Source: an optimization exercise on an open RTL-to-GDS flow (aim: small area and a short achievable clock period). Production flows keep margins and buffers that such runs may drop.
Only simulation tests tie the RTL to the original design; equivalence was not proved.
Power and IR drop assume default switching activity.

## v26
## BLOCK_ULA_OPS
module BLOCK_ULA_OPS #(
    parameter DATA_WIDTH = 8,
    parameter ADDR_WIDTH = 12,
    parameter ULA_WIDTH = 24
    ) (
        input clk,
        input [(ADDR_WIDTH-1):0] MUX_REG1_IN,                    
        input [(DATA_WIDTH-1):0] REG1_IN,
        input [(DATA_WIDTH-1):0] MUX_REG2_IN_0,  
        input [(ADDR_WIDTH-1):0] MUX_REG2_IN_1,  
        input [(ADDR_WIDTH-1):0] MUX_REG2_IN_2,  
        input [(DATA_WIDTH-1):0] REG2_IN,
        output wire [(ULA_WIDTH-1):0] ULA_OUT,
        output reg REG_COMP_OUT,
        output reg REG_OVERFLOW_OUT,
        input [1:0] SEL_MUX1,
        input [1:0] SEL_MUX2,
        input CTRL_REG_OP1, CTRL_REG_OP2,
        input CTRL_REG_OVERFLOW, CTRL_REG_COMP,
        input [3:0] SEL_ULA
    );
reg [(DATA_WIDTH-1):0] REG1_OUT, REG2_OUT;
    always @ (posedge clk)  
    begin
        if(CTRL_REG_OP1)
            REG1_OUT <= REG1_IN;
    end
    always @ (posedge clk)  
    begin
        if(CTRL_REG_OP2)
            REG2_OUT <= REG2_IN;
    end
    wire ahi = (SEL_MUX1 == 2'b01);
    wire [11:0] a12 = (SEL_MUX1 == 2'b00) ? 12'h000 :
                      (SEL_MUX1 == 2'b01) ? 12'hFFF :
                      (SEL_MUX1 == 2'b10) ? MUX_REG1_IN :
                                            {4'h0, REG1_OUT};
    wire [11:0] b12 = (SEL_MUX2 == 2'b00) ? MUX_REG2_IN_2 :
                      (SEL_MUX2 == 2'b01) ? MUX_REG2_IN_1 :
                      (SEL_MUX2 == 2'b10) ? {4'h0, MUX_REG2_IN_0} :
                                            {4'h0, REG2_OUT};
    wire op_mul = (SEL_ULA == 4'd2);
    wire mneg = op_mul & ahi;
    wire op_brow = (SEL_ULA == 4'd0) || (SEL_ULA == 4'd1) || (SEL_ULA == 4'd5) ||
                   (SEL_ULA == 4'd6) || (SEL_ULA == 4'd7) || (SEL_ULA == 4'd8);
    genvar gi, gj;
    wire mul_j = op_mul & (SEL_MUX1 == 2'b10);
    wire mul_r = op_mul & (SEL_MUX1 == 2'b11);
  ...
Settings: LEC_CHECK=0, CAP_MARGIN=20, CORE_MARGIN=2, CORE_UTILIZATION=65, PLACE_DENSITY=0.75, SETUP_SLACK_MARGIN=0.9, SLEW_MARGIN=20, SYNTH_HIERARCHICAL=1; clock period 11.0 ns.
standard.sh (not shown) runs the stock make flow with config.mk's settings and CLKGATE_MAP_FILE= SYNTH_SCRIPT=/design/flow/synth_recipe.tcl, a recipe that flattens the netlist after the stock synthesis.
==> flow/flow/run.sh <==
#!/bin/bash
# The standard layout, with the port buffers that buffer_ports inserts made
# sky130_fd_sc_hd__buf_2 instead of the cell it picks on its own.
set -euo pipefail
bash standard.sh BUFFER_PORTS_ARGS="-buffer_cell sky130_fd_sc_hd__buf_2" finish > standard_make.log 2>&1
The following lists how v6 was set up differently from v26:
==> flow/flow/run.sh <==
#!/bin/bash
# The standard layout, with the port buffers that buffer_ports inserts made
# sky130_fd_sc_hd__buf_1 instead of the cell it picks on its own.
set -euo pipefail
bash standard.sh BUFFER_PORTS_ARGS="-buffer_cell sky130_fd_sc_hd__buf_1" finish > standard_make.log 2>&1
-- flow/config.mk --
<<< v26, line 10
export CORE_UTILIZATION = 65
export PLACE_DENSITY = 0.75
>>> v6, line 10
export CORE_UTILIZATION = 55
export GPL_TIMING_DRIVEN = 0
export PLACE_DENSITY = 0.7
--- outcome ---
Looking at worst setup path startpoint, the SEL_MUX1[1] result is from v6; the SEL_MUX1[0] one comes from v26. v6 vs. v26: setup slack shrank by 0.095 ns; fraction of power spent switching nets grew by 1.1 points; area added between synthesis and finish moved up. Final instance count without filler cells (v6 over v26): increase, 63. Comparing number of non-clock buffers for v26 and v6, the smaller number came from v26. Compared with v26, in v6 fraction of standard cell area in multi-input logic shrank by 1.2 points; core region area grew by about 18%.
Inputs modified between v6 and v32:
-- flow/config.mk --
<<< v6, line 10
export CORE_UTILIZATION = 55
export GPL_TIMING_DRIVEN = 0
export PLACE_DENSITY = 0.7
>>> v32, line 10
export CORE_UTILIZATION = 65
export PLACE_DENSITY = 0.75
[summary]
v32 vs v6 — overall track demand over capacity in global routing rose 4.8 points. v32 vs v6: global placement routability congestion up by a few percent. Number of inserted filler cells in the final layout (v6 / v32): 1.4. Going from v6 to v32, the initial detailed-routing violation count was found to have gone up by about 2.5%. Compared with v6, in v32 critical path depth grew by 1, synthesized cell count held steady. v6 -> v32: proportion of power drawn by flip-flops and latches flat. Higher routed wire length was reported by v6, not v32. On layout cell share with drive strength beyond 1, the lower figure sits with v32, not v6. Number of gates resized after cts, v6 and v32: smaller value in v32. Against v6, v32 comes in 0.95% lower on detailed-routed wire length on met2.
The following lists how v27 was set up differently from v32:
-- flow/config.mk --
<<< v32, line 10
export CORE_UTILIZATION = 65
export PLACE_DENSITY = 0.75
>>> v27, line 10
export CORE_UTILIZATION = 55
export PLACE_DENSITY = 0.7
## What came out
v27: all stages complete, timing, DRC and antenna checks passed
The core of v27 is less densely filled than that of v32.
For v27, the slowest stage cell on the critical path was sky130_fd_sc_hd__mux4_2, unlike v32, where it was sky130_fd_sc_hd__fa_1.
Across both runs, post-route worst hold slack was lower for v27 than for v32.
[compare] base=v32 new=v27: number of vias per cell fell by 4.7%; count of vias placed by the detailed router went down; global-route usage went down; routed metal-1 wirelength saw an increase.
[inputs] v59 vs v27
-- flow/config.mk --
<<< v27, line 10
export CORE_UTILIZATION = 55
export PLACE_DENSITY = 0.7
export SETUP_SLACK_MARGIN = 0.9
>>> v59, line 10
export CORE_UTILIZATION = 65
export PLACE_DENSITY = 0.75
export SETUP_SLACK_MARGIN = 1.8
Highest-delay cell along the critical path: sky130_fd_sc_hd__mux4_2 -> v27, sky130_fd_sc_hd__fa_1 -> v59. v59: cell count is about 5% higher than what v27 reported. v59 vs. v27: transition time of the tightest slew-check pin saw an increase, clock transition at the registers of the reported paths saw little to no change. Between v59 and v27, it is v59 whose power in combinational cells is higher, by 33%. v59 vs v27: routed wire length up in v59. Compared with v27, v59 shows a mean routed wirelength per cell that is 23% higher. Power density relative to cell area, v59 vs v27: up by a little under 10%. Growth of design area from synthesis to finish, v27 and v59, lower one = v27. Diff v27 and v59: footprint of the multi-input gates higher in v59.
For v52, these inputs were changed with respect to v59:
-- flow/config.mk --
<<< v59, line 10
export CORE_UTILIZATION = 65
export PLACE_DENSITY = 0.75
export SETUP_SLACK_MARGIN = 1.8
>>> v52, line 10
export CORE_UTILIZATION = 45
export PLACE_DENSITY = 0.65
export SETUP_SLACK_MARGIN = 0.9
[summary]
From v59 to v52 the numbers moved as follows: post-route cell area down 13%; final cycle utilization of the critical path up 2.6 points; netlist area before placement flat.

static timing again, ports no longer ideal:
The results above use ideal ports. As a check the final layouts listed here were re-extracted and re-timed, cells and wires unchanged.
Step 1 sets driving cells, clkbuf_16 on the clock port and buf_2 on the other inputs (assumed; they add their load-dependent delay and slew).
Step 2, shift: input delay + t, output delay - t, t = (earliest + latest rising clock arrival at the registers) / 2. This alone moves slack from input paths to output paths.
Three values: ideal, step 1, step 2; two values: the first two.
run	t (ns)	setup slack, ns	worst setup path at the end	clock arrival spread, ns
v26	0.272	1.149 / 1.130 / 1.130	input to output	0.005 / 0.005
v6	0.270	1.054 / 1.033 / 1.033	input to output	0.004 / 0.004
v32	0.279	1.148 / 1.121 / 1.121	input to output	0.001 / 0.001
v27	0.264	1.201 / 1.175 / 1.175	input to output	0.004 / 0.004
v59	0.287	1.511 / 1.444 / 1.444	input to output	0.002 / 0.002
v52	0.271	1.223 / 1.197 / 1.197	input to output	0.003 / 0.003
After both steps setup and hold are still met in every run listed. For v59, which loses most, drivers alone change the setup slack by -0.067 ns; drivers and shift together by -0.067 ns.
